What follows belongs to an exercise in optimizing a design on an open flow for a short achievable clock period and few clock cycles; a production flow would make more cautious choices. In this exercise RTL edits were held to simulation tests only and were not proved equivalent to the original. Power is estimated from default activity; no workload was simulated.

Setup of birch:
==> module dbg_mux, before the edit <==
module dbg_mux (
    input  logic [511:0] regs,
    input  logic [3:0]   addr,
    input  logic         sel,
    output logic [15:0]  data
);
    logic [3:0] an;
    genvar i, j, k;
    generate
        for (i = 0; i < 4; i = i + 1) begin : g_inv
            g_inv u (.a(addr[i]), .y(an[i]));
        end
        logic [3:0] pa_n, pb_n;
        for (k = 0; k < 4; k = k + 1) begin : g_pa
            g_nand2 ua (.a(k[0] ? addr[0] : an[0]), .b(k[1] ? addr[1] : an[1]), .y(pa_n[k]));
            g_nand2 ub (.a(k[0] ? addr[2] : an[2]), .b(k[1] ? addr[3] : an[3]), .y(pb_n[k]));
        end
        logic [15:0] d;      
        for (k = 1; k < 16; k = k + 1) begin : g_d
            g_nor2 u (.a(pa_n[k & 3]), .b(pb_n[k >> 2]), .y(d[k]));
        end
        assign d[0] = 1'b0;
        for (j = 0; j < 16; j = j + 1) begin : g_bit
            logic [15:0] m;      
            logic [7:0]  p_n;
            logic [1:0]  q;
            logic        r_n;
            assign m[0] = 1'b0;
            for (i = 1; i < 16; i = i + 1) begin : g_m
                g_mux2i u (.a0(~regs[(2*i)*16 + j]), .a1(~regs[(2*i+1)*16 + j]), .s(sel), .y(m[i]));
            end
            for (i = 0; i < 8; i = i + 1) begin : g_p
                g_aoi22 u (.a(d[2*i]), .b(m[2*i]), .c(d[2*i+1]), .d(m[2*i+1]), .y(p_n[i]));
            end
            g_nand4 u_q0 (.a(p_n[0]), .b(p_n[1]), .c(p_n[2]), .d(p_n[3]), .y(q[0]));
            g_nand4 u_q1 (.a(p_n[4]), .b(p_n[5]), .c(p_n[6]), .d(p_n[7]), .y(q[1]));
            g_nor2 u_r (.a(q[0]), .b(q[1]), .y(r_n));
            g_inv u_o (.a(r_n), .y(data[j]));
        end
    endgenerate
endmodule
==> module g_mux2i, before the edit <==
module g_mux2i (input logic a0, a1, s, output logic y);
    assign y = ~(s ? a1 : a0);
endmodule
export LEC_CHECK = 0
export CAP_MARGIN = 20
export CORE_MARGIN = 2
export CORE_UTILIZATION = 40
export SLEW_MARGIN = 20
export SYNTH_HIERARCHICAL = 1
create_clock -name core_clock -period 12.0 [get_ports {clk}]
standard.sh (not shown) runs the stock make flow with config.mk's settings and CLKGATE_MAP_FILE= SYNTH_SCRIPT=/design/flow/synth_recipe.tcl, a recipe that flattens the netlist after the stock synthesis.
==> flow/flow/run.sh <==
#!/bin/bash
set -euo pipefail
bash standard.sh synth > synth.log 2>&1
DU="$(awk '/export DONT_USE_CELLS \+=/{f=1; next} f{print; if ($0 !~ /\\$/) f=0}' \
      "$FLOW_HOME/platforms/sky130hd/config.mk" | tr -d '\\' | tr -s ' \n' ' ')"
DU="$DU sky130_fd_sc_hd__clkinvlp_2 sky130_fd_sc_hd__clkinvlp_4"
bash standard.sh SETUP_SLACK_MARGIN=7.5 "DONT_USE_CELLS=$DU" finish > standard.log 2>&1
Testbench counts of birch, summed over its fixed seeds: cycles 42,690.
[inputs] maple vs birch
diff --git a/flow/design.v b/flow/design.v
--- a/flow/design.v
+++ b/flow/design.v
@@ -129,50 +129,50 @@
 module dbg_mux (
     input  logic [511:0] regs,
     input  logic [3:0]   addr,
     input  logic         sel,
     output logic [15:0]  data
 );
-    logic [3:0] an;
+    logic [4:0] a, an;
+    assign a = {addr, sel};
     genvar i, j, k;
     generate
-        for (i = 0; i < 4; i = i + 1) begin : g_inv
-            g_inv u (.a(addr[i]), .y(an[i]));
+        for (i = 0; i < 5; i = i + 1) begin : g_inv
+            g_inv u (.a(a[i]), .y(an[i]));
         end
-        logic [3:0] pa_n, pb_n;
+        logic [3:0] pa_n;
+        logic [7:0] pb_n;
         for (k = 0; k < 4; k = k + 1) begin : g_pa
-            g_nand2 ua (.a(k[0] ? addr[0] : an[0]), .b(k[1] ? addr[1] : an[1]), .y(pa_n[k]));
-            g_nand2 ub (.a(k[0] ? addr[2] : an[2]), .b(k[1] ? addr[3] : an[3]), .y(pb_n[k]));
+            g_nand2 u (.a(k[0] ? a[1] : an[1]), .b(k[1] ? a[2] : an[2]), .y(pa_n[k]));
         end
-        logic [15:0] d;      
-        for (k = 1; k < 16; k = k + 1) begin : g_d
-            g_nor2 u (.a(pa_n[k & 3]), .b(pb_n[k >> 2]), .y(d[k]));
+        for (k = 0; k < 8; k = k + 1) begin : g_pb
+            g_nand3 u (.a(k[0] ? a[0] : an[0]), .b(k[1] ? a[3] : an[3]), .c(k[2] ? a[4] : an[4]), .y(pb_n[k]));
         end
-        assign d[0] = 1'b0;
+        logic [31:0] dsel;
+        for (k = 2; k < 32; k = k + 1) begin : g_dsel
+            g_nor2 u (.a(pa_n[(k >> 1) & 3]), .b(pb_n[((k >> 3) << 1) | (k & 1)]), .y(dsel[k]));
+        end
+        assign dsel[1:0] = 2'b00;
         for (j = 0; j < 16; j = j + 1) begin : g_bit
-            logic [15:0] m;      
-            logic [7:0]  p_n;
-            logic [1:0]  q;
-            logic        r_n;
-            assign m[0] = 1'b0;
-            for (i = 1; i < 16; i = i + 1) begin : g_m
-                g_mux2i u (.a0(~regs[(2*i)*16 + j]), .a1(~regs[(2*i+1)*16 + j]), .s(sel), .y(m[i]));
-            end
-            for (i = 0; i < 8; i = i + 1) begin : g_p
-                g_aoi22 u (.a(d[2*i]), .b(m[2*i]), .c(d[2*i+1]), .d(m[2*i+1]), .y(p_n[i]));
+            logic [14:0] p_n;    
+            logic [3:0]  q;      
+            logic [1:0]  r_n;
+            for (i = 0; i < 15; i = i + 1) begin : g_p
+                g_aoi22 u (.a(dsel[2 + 2*i]), .b(regs[(2 + 2*i)*16 + j]),
+                           .c(dsel[3 + 2*i]), .d(regs[(3 + 2*i)*16 + j]), .y(p_n[i]));
             end
             g_nand4 u_q0 (.a(p_n[0]), .b(p_n[1]), .c(p_n[2]), .d(p_n[3]), .y(q[0]));
             g_nand4 u_q1 (.a(p_n[4]), .b(p_n[5]), .c(p_n[6]), .d(p_n[7]), .y(q[1]));
-            g_nor2 u_r (.a(q[0]), .b(q[1]), .y(r_n));
-            g_inv u_o (.a(r_n), .y(data[j]));
+            g_nand4 u_q2 (.a(p_n[8]), .b(p_n[9]), .c(p_n[10]), .d(p_n[11]), .y(q[2]));
+            g_nand3 u_q3 (.a(p_n[12]), .b(p_n[13]), .c(p_n[14]), .y(q[3]));
+            g_nor2 u_r0 (.a(q[0]), .b(q[1]), .y(r_n[0]));
+            g_nor2 u_r1 (.a(q[2]), .b(q[3]), .y(r_n[1]));
+            g_nand2 u_o (.a(r_n[0]), .b(r_n[1]), .y(data[j]));
         end
     endgenerate
 endmodule
-module g_mux2i (input logic a0, a1, s, output logic y);
-    assign y = ~(s ? a1 : a0);
-endmodule
 module g_inv (input logic a, output logic y);
     assign y = ~a;
 endmodule
 module g_nand2 (input logic a, b, output logic y);
     assign y = ~(a & b);
 endmodule
==> comparison <==
maple: share of total power in the clock network lower than birch. NOTE: routed wire length in maple exceeds that of birch. For via count, birch and maple come out practically identical. Diff birch -> maple | leakage dissipation | down by a few percent. When maple is measured against birch, its final setup slack of the worst path turns out 0.15 ns lower. birch finished end to end and its layout was clean on timing, DRC and antenna. maple has completed all stages; timing, DRC and antenna checks passed.
Testbench counts of maple, summed over its fixed seeds: cycles 42,690.

## afterwards: timing with drivers on the ports
In the flow no input, the clock included, has a driving cell. The finished layouts below were timed again as built, in two steps. Step 1 sets driving cells, clkbuf_16 on the clock port and buf_2 on the other inputs (assumed; they add their load-dependent delay and slew). Step 2 moves the port delays by t, midway between the first and last clock arrival at a register: inputs arrive t later, outputs are due t later. That takes back most of the time a late clock gives input paths. Slacks: ideal / step 1 / step 2; pairs: ideal / step 1.
| run | shift t [ns] | slack for setup (ns) | latest minus earliest clock arrival (ns) | slew at the worst register clock pin (ns) |
|---|---|---|---|---|
| birch | 0.965 | 5.840 / 5.429 / 5.429 | 0.140 / 0.140 | 0.07 / 0.07 |
| maple | 0.998 | 5.693 / 5.627 / 5.627 | 0.119 / 0.119 | 0.08 / 0.08 |
After both steps setup and hold are still met in every run listed. For birch, which loses most, drivers alone change the setup slack by -0.411 ns; drivers and shift together by -0.411 ns.
